Background: an optimization exercise with open tools, aiming at small area and a short achievable clock period. Do not read the settings as production practice.
In this exercise RTL edits were held to simulation tests only and were not proved equivalent to the original.

==> design.v <==
`timescale 1ns / 1ps
module Q1S(a,b,clk,res);
	input clk;
	input [31:0] a;
	input [31:0] b;
	output [63:0] res;
	reg [31:0] result1;
	reg [31:0] result2;
	reg [31:0] result3;
	reg [31:0] result4;
	reg [63:0] result5;
	reg [63:0] result6;
	reg [63:0] result7;
	reg [63:0] result8;
	reg [63:0] pipe1;
	reg [63:0] pipe2;
	reg [63:0] pipe3;
	reg [63:0] pipe4;
	reg [63:0] pipe5;
	reg [63:0] pipe6;
	reg [63:0] pipe7;
	reg [31:0] temp0a;
	reg [31:0] temp0b;
	reg [31:0] temp1a;
	reg [31:0] temp1b;
	reg [31:0] temp2a;
	reg [31:0] temp2b;
	reg [31:0] temp3a;
	reg [31:0] temp3b;
	reg [31:0] por32;
	reg [15:0] por16;
	always@(posedge clk)
		begin
		temp0a = a;
		temp0b = b;
		por32 = 0;
		por16 = 0;
		 result1[31:0]<=temp0b[15:0] * temp0a[15:0];
		 result5[63:0]<={por32,result1};
		 pipe1<=result5;
		 pipe2<=pipe1;
		 pipe3<=pipe2;
		 temp1a<=temp0a;
		 temp1b<=temp0b;
		 result2[31:0]<=temp1b[15:0] * temp1a[31:16];
		 result6[63:0]<={por16,result2,por16};
		 pipe4<=result6;
		 pipe5<=pipe4;
		 temp2a<=temp1a;
		 temp2b<=temp1b;
		 result3[31:0]<=temp2b[31:16] * temp2a[15:0];
		 result7[63:0]<={por16,result3,por16};
		 pipe6<=result7;
		 temp3a<=temp2a;
		 temp3b<=temp2b;
		 result4[31:0]<=temp3b[31:16] * temp3a[31:16];
		 result8[63:0]<={result4,por32};
	end
	assign res = pipe3 + pipe5 + pipe6 + result8 ;
endmodule
==> run.sh <==
#!/bin/bash
# synth_recipe.tcl (not shown) runs the flow's synth.tcl, then flattens the netlist and writes it again
# the make line also repeats each setting of config.mk as NAME=value (left out here)
make -C /OpenROAD-flow-scripts/flow DESIGN_CONFIG=/design/flow/config.mk WORK_HOME=/design/flow/orfs CLKGATE_MAP_FILE= SYNTH_SCRIPT=/design/flow/synth_recipe.tcl finish
==> config.mk <==
export PLATFORM = sky130hd
export DESIGN_NAME = Q1S
export DESIGN_NICKNAME = Q1S
export VERILOG_FILES = /design/flow/design.v
export SDC_FILE = /design/flow/constraint.sdc
export NUM_CORES = 4
export LEC_CHECK = 0
export CAP_MARGIN = 20
export CORE_MARGIN = 2
export CORE_UTILIZATION = 40
export SLEW_MARGIN = 20
==> constraint.sdc <==
create_clock -name core_clock -period 7.5 [get_ports {clk}]
set_input_delay 1.5000 -clock core_clock [delete_from_list [all_inputs] [get_ports {clk}]]
set_output_delay 1.5000 -clock core_clock [all_outputs]
set_load 0.01 [all_outputs]
==> results.txt <==
detailed-route via count=31363; Slew headroom=between 30% and 40%; CTS Hold Buffers Added=0; hold violation count in the final report=0; root buf cell=clkbuf_16; Pins Over Slew Limit=0; Crit. End Element=flip-flop; Max H-tree Level=3; post-DR vias/cell=4.734; die height=350.2 um; syn nets=6080; die area=122600 um2; Max Clk Rate=141.7 MHz; post-route worst setup slack=~440 ps; fin cells=6625; Worst-Skew Late Latency=690 ps; multi-input logic area=31930 um2; drt initial violations=1793; chip width=350.2 um; period utilization=94.11%; Placement Setup Slack=-237.8 ps; clk_skew=53.38 ps; max cap viols=0; Setup Viol. Count Final=0; DRC viols=0; commonest cells after routing, fill and taps aside=inv_1, fa_1, nand2_1; GP Congestion=0.8916; final net count=6281; critical path launch point type=primary input; I/O Pins=129; Post-CTS Setup Inserts=0; share of layout cells above drive strength 1=5.725%; Worst Path Required=8110 ps; YS warnings=1; Yosys cell types=69; Placed Cells=6501; GRT Total Usage=19.16%; area delta synth->final=13.11%; CTS buffer count=68; PortBufs=128; initial antenna violation count=9; first-pass GRT wire length=between 150 and 200 mm; Hold Crit Class=reg -> reg; Clock transition at path regs=70 ps; post-route ant nets=0; ys flop type=dfxtp_1; hpwl dp=92.46 mm; sequential share of the synthesized area=24.72%; reg2reg setup slack=about 460 ps; Synth Cell Area=47930 um2; Data arrival, critical path=around 7700 ps; DR WL/cell=17.12 um; Congestion Overflow GR=0; row count=127; Crit Path Max Fanout=5; largest net degree at the start of global routing=18; Setup Crit Path Kind=in -> reg; ys async rst share=0%; vias in the first global route=roughly 33000; filler instances=approximately 11000; status=complete, no violations; WL final=between 100 and 150 mm; Core Box Area=about 120000 um2; Max Buffers Root-to-Sink=3; TritonCTS clock tree=done; initial core utilization=40.17%; Design Area, Final=54220 um2; Final min period=approximately 7100 ps; EDFF count, synth=0; commonest non-fill, non-tap cell in the layout=inv_1; cells after synthesis=roughly 4800; storage element area=11850 um2; RSZ-0062 raised after global routing=false; Detailed Routing Iterations Pass 1=5; Worst Max-Slew Pin Slew=~1000 ps; CTS Sinks=592; diode count=0; Seq cells post-synth=~590; Avg Inst Size Synth=approximately 10 um2; DP Area=between 50000 and 60000 um2
==> critical path, stage by stage <==
cell and delay [ps]:
clkdlybuf4s50_1 630, buf_4 200, nand2_1 70, fa_1 460, fa_1 470, fa_1 520
fa_1 540, inv_1 50, fa_1 470, inv_1 50, fa_1 470, inv_1 40
ha_1 310, a21oi_1 200, o211a_1 210, o31ai_1 90, or4_1 580, a21oi_1 210
a21oi_1 110, a21o_1 180, a21oi_1 170, xnor2_1 130
==> synth_stat cells (25+ instances only) <==
| master | number | area (um2) |
|---|---|---|
| xnor2_1 | 107 | 937.2 |
| xor2_1 | 43 | 376.6 |
| o21ai_0 | 64 | 320.3 |
| ha_1 | 448 | 5605 |
| a21o_1 | 57 | 427.9 |
| nand2_1 | 617 | 2316 |
| o21a_1 | 25 | 187.7 |
| a21oi_1 | 118 | 590.6 |
| clkbuf_1 | 135 | 506.7 |
| inv_1 | 942 | 3536 |
| fa_1 | 809 | 16200 |
| and2_1 | 474 | 2965 |
| nor2_1 | 69 | 259.0 |
| dfxtp_1 | 592 | 11850 |
==> metrics by stage <==
stage / hold slack [ps] / util (%) / setup TNS, ps
6_report: 303.4 / 45.43 / 0
5_1_grt: 307.7 / 45.43 / 0
4_1_cts: 300.0 / 45.43 / 0
3_5_place_dp: 312.1 / 43.46 / -1103
3_3_place_gp: 309.9 / 43.46 / -991.4
2_1_floorplan: 309.6 / - / 0
==> final cells by class <==
cell class                      count  area share (%)
Sequential cell                   592           21.86
Clock buffer                       87           3.399
Clock inverter                     37          0.9346
Multi-Input combinational cell   3073           58.89
Timing Repair Buffer              282           4.680
Inverter                          942           6.522
Tap cell                         1612           3.720
==> cells by family (layout without fill, tap and decap cells) <==
| family | Yosys count | count (layout) | share of synthesized area (%) |
|---|---|---|---|
| xor+xnor | 150 | 150 | 2.741 |
| compound gates | 382 | 382 | 5.218 |
| buf+inv | 1093 | 1348 | 8.684 |
| fa+ha+maj | 1257 | 1257 | 45.48 |
| flops | 592 | 592 | 24.72 |
| simple gates | 1284 | 1284 | 13.15 |
==> metal layers <==
layer	track usage [%]	up-vias	wire length, um
li1	-	14763	-
met2	30.41	834	51080
met5	0	-	0
met1	27.02	15613	52720
met3	3.154	153	7219
met4	5.348	0	2432
==> final timing paths <==
path                           start             endpoint  depth (start not counted)
setup / recovery                b[7]  result1[30]$_DFF_P_                         22
hold / removal    temp1b[30]$_DFF_P_   temp2b[30]$_DFF_P_                          0
setup reg to reg   temp2a[1]$_DFF_P_  result3[30]$_DFF_P_                         20
hold reg to reg   temp1b[30]$_DFF_P_   temp2b[30]$_DFF_P_                          0
==> repair_timing <==
item                                   CTS  global route
gates resized for setup                  0             1
setup endpoints to repair                0             5
endpoints found under the hold margin    0             0

==> what the ideal ports hide <==
Ports are ideal in the flow. The routed layout listed here was re-timed in OpenROAD. Step 1 assumes that a clkbuf_16 drives the clock port and a buf_2 every other input. Step 2 times the ports against the registers' clock, not the clock port: input delays grow and output delays shrink by t, the midpoint of the rising clock arrivals with the driver on. Slacks: ideal / step 1 / step 2; pairs: ideal / step 1.
t (ns): 0.731
setup WS [ns]: 0.442 / 0.460 / -0.239
worst slew at a driven data input, ns: 0.05
Met with ideal ports but missed after step 2: setup timing in this run. For this run, drivers alone change the setup slack by +0.018 ns; drivers and shift together by -0.681 ns.
